From an optimization exercise on the open Yosys and OpenROAD flow, aimed at small area; shortcuts taken in it are not production practice.
The RTL was checked by simulation tests, not by an equivalence proof against the original design.

==> inputs of run a <==
## mini_audio
module mini_audio
  (
   input         clk,
   input         reset,
   input [31:0]  data,
   input         valid_toggle,
   input [31:0]  ext_factor_mul,
   input [31:0]  ext_factor_div,
   output        full,
   output        ext_audio_r,
   output        ext_audio_l
   );
==> module ao222n, before the edit <==
module ao222n
  (
   input  a0, b0, a1, b1, a2, b2,
   output y
   );
  assign y = ~((a0 & b0) | (a1 & b1) | (a2 & b2));
endmodule
==> module fadd, before the edit <==
module fadd
  (
   input  a, b, c,
   output s, co
   );
  assign s = a ^ b ^ c;
  assign co = (a & b) | (a & c) | (b & c);
endmodule
==> module mini_audio, before the edit <==
module mini_audio
  (
   input         clk,
   input         reset,
   input [31:0]  data,
   input         valid_toggle,
   input [31:0]  ext_factor_mul,
   input [31:0]  ext_factor_div,
   output        full,
   output        ext_audio_r,
   output        ext_audio_l
   );
  genvar i, j;
  reg toggle;
  reg toggle_prev;
  always @(posedge clk)
    begin
      if (reset)
        begin
          toggle <= 1'b0;
          toggle_prev <= 1'b0;
        end
      else
        begin
          toggle <= valid_toggle;
          toggle_prev <= toggle;
        end
    end
  reg [14:0] eh;
  reg [15:0] el;
  reg        cp;
  reg        en;
  wire       neg = eh[14] ^ (cp & (&eh[13:0]));
  wire       pos = ~neg;
  wire [30:0] fa = {eh, el};
  wire [30:0] fb = {1'b0, ext_factor_mul[29:0]};
  wire [30:0] fc = {pos, ~ext_factor_div[29:0] & {30{pos}}};
  wire [30:0] fs, fk;
  wire [31:0] fcy;
  wire [30:0] e_next;
  assign fcy[0] = 1'b0;
  assign fs[30] = fa[30] ^ fc[30];
  assign fk[30] = 1'b0;
  generate
    for (i = 0; i < 30; i = i + 1)
      begin : fcsa
        fadd u (.a(fa[i]), .b(fb[i]), .c(fc[i]), .s(fs[i]), .co(fk[i]));
      end
  endgenerate
  wire [30:0] fy = {fk[29:0], pos};
  generate
    for (i = 0; i < 31; i = i + 1)
      begin : frc
        wire ci = (i == 16) ? cp : fcy[i];
        if (i == 0)
          begin : lsb
            assign e_next[0] = fs[0] ^ fy[0];
            assign fcy[1] = fs[0] & fy[0];
          end
        else
          begin : fa
            fadd u (.a(fs[i]), .b(fy[i]), .c(ci), .s(e_next[i]), .co(fcy[i+1]));
          end
      end
  endgenerate
  always @(posedge clk)
    begin
      if (reset)
        begin
          eh <= {15{1'b1}};
          el <= {16{1'b1}};
          cp <= 1'b0;
          en <= 1'b0;
        end
      else
        begin
          eh <= e_next[30:16];
          el <= e_next[15:0];
          cp <= fcy[16];
          en <= pos;
        end
    end
  reg [31:0] buffer [1:15];
  reg [3:0]  h;    
  reg [3:0]  w;    
  function [3:0] nxt;
    input [3:0] x;
    nxt = {x[2:0], (x[3] ^ x[2]) | (x == 4'd0)};
  endfunction
  wire [3:0] r = nxt(h);
  wire       empty = (w == r);
  assign full = (nxt(w) == r);
  wire       we = (toggle ^ toggle_prev) & ~full;
  wire       pop = en & ~empty;
  wire [3:0] w_next = we ? nxt(w) : w;
  wire [3:0] h_next = pop ? r : h;
  wire       wr_ok = (w_next != h_next);
  always @(posedge clk)
    begin
      if (reset)
        begin
          h <= 4'd0;
          w <= 4'd1;
        end
      else
        begin
          h <= h_next;
          w <= w_next;
        end
    end
  integer k;
  always @(posedge clk)
    for (k = 1; k < 16; k = k + 1)
      if (wr_ok && w_next == k)
        buffer[k] <= data;
  wire [14:0] sel;
  wire [31:0] sample;
  generate
    for (j = 0; j < 15; j = j + 1)
      begin : dec
        assign sel[j] = (h == j + 1);
      end
    for (i = 0; i < 32; i = i + 1)
      begin : rd
        wire [4:0] g;
        for (j = 0; j < 5; j = j + 1)
          begin : grp
            ao222n u (.a0(sel[3*j]), .b0(buffer[3*j+1][i]),
                      .a1(sel[3*j+1]), .b1(buffer[3*j+2][i]),
                      .a2(sel[3*j+2]), .b2(buffer[3*j+3][i]),
                      .y(g[j]));
          end
        assign sample[i] = ~&g;
      end
  endgenerate
  reg [16:0]  sample_sum_r;
  reg [16:0]  sample_sum_l;
  assign ext_audio_r = sample_sum_r[16];
  assign ext_audio_l = sample_sum_l[16];
  wire [16:0] cr, cl;
  wire [15:0] sr, sl;
  assign cr[0] = 1'b0;
  assign cl[0] = 1'b0;
  assign sr[0] = sample_sum_r[0] ^ sample[16];
  assign cr[1] = sample_sum_r[0] & sample[16];
  assign sl[0] = sample_sum_l[0] ^ sample[0];
  assign cl[1] = sample_sum_l[0] & sample[0];
  generate
    for (i = 1; i < 16; i = i + 1)
      begin : dsc
        fadd ur (.a(sample_sum_r[i]), .b(sample[16+i]), .c(cr[i]), .s(sr[i]), .co(cr[i+1]));
        fadd ul (.a(sample_sum_l[i]), .b(sample[i]), .c(cl[i]), .s(sl[i]), .co(cl[i+1]));
      end
  endgenerate
  always @(posedge clk)
    begin
      if (reset)
        begin
          sample_sum_r <= 17'd0;
          sample_sum_l <= 17'd0;
        end
      else
        begin
          sample_sum_r <= {cr[16], sr};
          sample_sum_l <= {cl[16], sl};
        end
    end
endmodule
Settings: LEC_CHECK=0, CAP_MARGIN=20, CORE_MARGIN=2, CORE_UTILIZATION=40, SLEW_MARGIN=20, SYNTH_HIERARCHICAL=1, SYNTH_MINIMUM_KEEP_SIZE=0; clock period 10.0 ns.
standard.sh (not shown) runs the stock make flow with config.mk's settings and CLKGATE_MAP_FILE= SYNTH_SCRIPT=/design/flow/synth_recipe.tcl, a recipe that flattens the netlist after the stock synthesis.
==> flow/flow/run.sh <==
#!/bin/bash
# Standard ORFS layout, with smaller port buffers and a clock tree without
# dummy loads. Each make step's output goes to flow.log here.
set -euo pipefail
export BUFFER_PORTS_ARGS="-buffer_cell sky130_fd_sc_hd__buf_1"
export CTS_ARGS="-sink_clustering_enable -repair_clock_nets -dont_use_dummy_load -buf_list sky130_fd_sc_hd__clkbuf_8 -sink_clustering_size 20 -sink_clustering_max_diameter 60"
bash standard.sh > flow.log 2>&1
==> run b: changes against run a <==
==> flow/design.v (replaced) <==
module fifo
  (
   input         clk,
   input         reset,
   input         req_r,
   input         toggle_diff,
   input [31:0]  data_w,
   output [31:0] data_held,
   output        full
   );
  reg [31:0] buffer [0:14];
  reg [3:0]  h;    
  reg [3:0]  w;    
  function [3:0] nxt;
    input [3:0] x;
    nxt = (x >= 4'd14) ? 4'd0 : x + 4'd1;
  endfunction
  wire [3:0] r = nxt(h);
  wire       empty = (w == r);
  assign full = (nxt(w) == r);
  wire       we = toggle_diff & ~full;
  wire       pop = req_r & ~empty;
  wire [3:0] w_next = we ? nxt(w) : w;
  wire [3:0] h_next = pop ? r : h;
  wire       wr_ok = (w_next != h_next);
  assign data_held = (h == 4'd15) ? 32'd0 : buffer[h];
  always @(posedge clk)
    begin
      if (reset)
        begin
          h <= 4'd15;
          w <= 4'd0;
        end
      else
        begin
          h <= h_next;
          w <= w_next;
        end
    end
  integer k;
  always @(posedge clk)
    for (k = 0; k < 15; k = k + 1)
      if (wr_ok && w_next == k)
        buffer[k] <= data_w;
endmodule
module frac_clk
  (
   input             clk,
   input             reset,
   input [29:0]      factor_mul,
   input [29:0]      factor_div,
   output reg        en
   );
  reg [14:0] eh;
  reg [15:0] el;
  reg        cp;
  wire       neg = eh[14] ^ (cp & (&eh[13:0]));
  wire       pos = ~neg;
  wire [30:0] a = {eh, el};
  wire [30:0] b = {1'b0, factor_mul};
  wire [30:0] c = {pos, ~factor_div & {30{pos}}};
  wire [30:0] s = a ^ b ^ c;
  wire [30:0] k = (a & b) | (a & c) | (b & c);
  wire [30:0] y = {k[29:0], pos};
  wire [31:0] cy;
  assign cy[0] = 1'b0;
  genvar i;
  generate
    for (i = 0; i < 31; i = i + 1)
      begin : rc
        wire ci = (i == 16) ? cp : cy[i];
        assign cy[i+1] = (s[i] & y[i]) | (s[i] & ci) | (y[i] & ci);
      end
  endgenerate
  wire [30:0] ci_all = {cy[30:17], cp, cy[15:0]};
  wire [30:0] e_next = s ^ y ^ ci_all;
  always @(posedge clk)
    begin
      if (reset)
        begin
          eh <= {15{1'b1}};
          el <= {16{1'b1}};
          cp <= 1'b0;
          en <= 1'b0;
        end
      else
        begin
          eh <= e_next[30:16];
          el <= e_next[15:0];
          cp <= cy[16];
          en <= pos;
        end
    end
endmodule
module mini_audio
  (
   input         clk,
   input         reset,
   input [31:0]  data,
   input         valid_toggle,
   input [31:0]  ext_factor_mul,
   input [31:0]  ext_factor_div,
   output        full,
   output        ext_audio_r,
   output        ext_audio_l
   );
  reg toggle;
  reg toggle_prev;
  always @(posedge clk)
    begin
      if (reset)
        begin
          toggle <= 1'b0;
          toggle_prev <= 1'b0;
        end
      else
        begin
          toggle <= valid_toggle;
          toggle_prev <= toggle;
        end
    end
  wire        req;
  wire [31:0] sample;
  reg [16:0]  sample_sum_r;
  reg [16:0]  sample_sum_l;
  assign ext_audio_r = sample_sum_r[16];
  assign ext_audio_l = sample_sum_l[16];
  wire [16:0] cr, cl;
  assign cr[0] = 1'b0;
  assign cl[0] = 1'b0;
  genvar i;
  generate
    for (i = 0; i < 16; i = i + 1)
      begin : rc
        assign cr[i+1] = (sample_sum_r[i] & sample[16+i]) | (sample_sum_r[i] & cr[i]) | (sample[16+i] & cr[i]);
        assign cl[i+1] = (sample_sum_l[i] & sample[i]) | (sample_sum_l[i] & cl[i]) | (sample[i] & cl[i]);
      end
  endgenerate
  always @(posedge clk)
    begin
      if (reset)
        begin
          sample_sum_r <= 17'd0;
          sample_sum_l <= 17'd0;
        end
      else
        begin
          sample_sum_r <= {cr[16], sample_sum_r[15:0] ^ sample[31:16] ^ cr[15:0]};
          sample_sum_l <= {cl[16], sample_sum_l[15:0] ^ sample[15:0] ^ cl[15:0]};
        end
    end
  frac_clk frac_clk_0
    (
     .clk (clk),
     .reset (reset),
     .factor_mul (ext_factor_mul[29:0]),
     .factor_div (ext_factor_div[29:0]),
     .en (req)
     );
  fifo fifo_0
    (
     .clk (clk),
     .reset (reset),
     .req_r (req),
     .toggle_diff (toggle ^ toggle_prev),
     .data_w (data),
     .data_held (sample),
     .full (full)
     );
endmodule
==> flow/flow/run.sh (replaced) <==
#!/bin/bash
# Standard ORFS layout, with smaller port buffers and a clock tree without
# dummy loads. Each make step's output goes to flow.log here.
set -euo pipefail
export BUFFER_PORTS_ARGS="-buffer_cell sky130_fd_sc_hd__buf_1"
export CTS_ARGS="-sink_clustering_enable -repair_clock_nets -dont_use_dummy_load -buf_list sky130_fd_sc_hd__clkbuf_8 -sink_clustering_size 20 -sink_clustering_max_diameter 50"
bash standard.sh > flow.log 2>&1
Settings changed: CORE_UTILIZATION 40 to 60, SYNTH_HIERARCHICAL 1 to unset, SYNTH_MINIMUM_KEEP_SIZE 0 to unset.
==> run c: changes against run a <==
==> flow/flow/run.sh (replaced) <==
#!/bin/bash
# Standard ORFS layout, with smaller port buffers and a clock tree without
# dummy loads. Each make step's output goes to flow.log here.
set -euo pipefail
export BUFFER_PORTS_ARGS="-buffer_cell sky130_fd_sc_hd__buf_1"
export CTS_ARGS="-sink_clustering_enable -repair_clock_nets -dont_use_dummy_load -buf_list sky130_fd_sc_hd__clkbuf_8 -sink_clustering_size 20 -sink_clustering_max_diameter 50"
bash standard.sh > flow.log 2>&1
Settings changed: CAP_MARGIN 20 to 0, GPL_TIMING_DRIVEN set to 0, SLEW_MARGIN 20 to 0.
==> impl_metrics.env <==
export IMPL_status="finished clean"
export IMPL_p_sw_frac=0.255
export IMPL_layout_min_cycle_time_ns=8.84
export IMPL_p_int_w=0.00340
export IMPL_largestRegisters="buffer x480, sample_sum_l x17, sample_sum_r x17"
export IMPL_io_buffers=97
export IMPL_grt_pass1_wl_microns=72600
export IMPL_comb_power_w=0.000744
export IMPL_max_slew_margin=0.388
export IMPL_required_ns=10.53
(the above is from run a)
==> impl_metrics.env <==
export IMPL_status="finished clean"
export IMPL_largestRegisters="buffer x480, sample_sum_l x17, sample_sum_r x17"
export IMPL_layout_min_cycle_time_ns=8.96
export IMPL_io_buffers=96
export IMPL_drive_gt1_frac=0.147
export IMPL_max_slew_margin=0.258
export IMPL_required_ns=10.50
export IMPL_p_sw_frac=0.253
export IMPL_comb_power_w=0.000801
export IMPL_grt_pass1_wl_microns=74500
(the above is from run c)
==> impl_metrics.env <==
export IMPL_status="finished clean"
export IMPL_p_sw_frac=0.283
export IMPL_io_buffers=97
export IMPL_largestRegisters="fifo_0.buffer x480, sample_sum_l x17, sample_sum_r x17"
export IMPL_grt_pass1_wl_microns=78900
export IMPL_max_slew_margin=0.246
export IMPL_sh_seq_area=0.667
export IMPL_required_ns=10.48
export IMPL_p_int_w=0.00366
export IMPL_layout_min_cycle_time_ns=9.61
export IMPL_synth_simple_area_share=0.0574
(the above is from run b)

## port drivers added, routing unchanged
Ports are ideal in the flow. The routed layouts listed here were re-timed in OpenROAD.
Step 1 sets driving cells, clkbuf_16 on the clock port and buf_2 on the other inputs (assumed; they add their load-dependent delay and slew).
Step 2 moves the port delays by t, midway between the first and last clock arrival at a register: inputs arrive t later, outputs are due t later. That takes back most of the time a late clock gives input paths.
Three values: no drivers, after step 1, after step 2; two values: the first two.
run	t, ns	setup slack, ns	worst setup path after step 2	worst register clock-pin slew, ns	worst slew at a driven data input, ns
run a	0.654	1.164 / 1.164 / 0.856	input to register	0.12 / 0.12	0.09
run b	0.676	0.394 / 0.419 / -0.257	input to register	0.12 / 0.12	0.08
run c	0.678	1.042 / 1.042 / 0.809	input to register	0.11 / 0.11	0.13
With both steps, setup timing fails in run b, where it was met with ideal ports. For run b, which loses most, drivers alone change the setup slack by +0.025 ns; drivers and shift together by -0.651 ns.
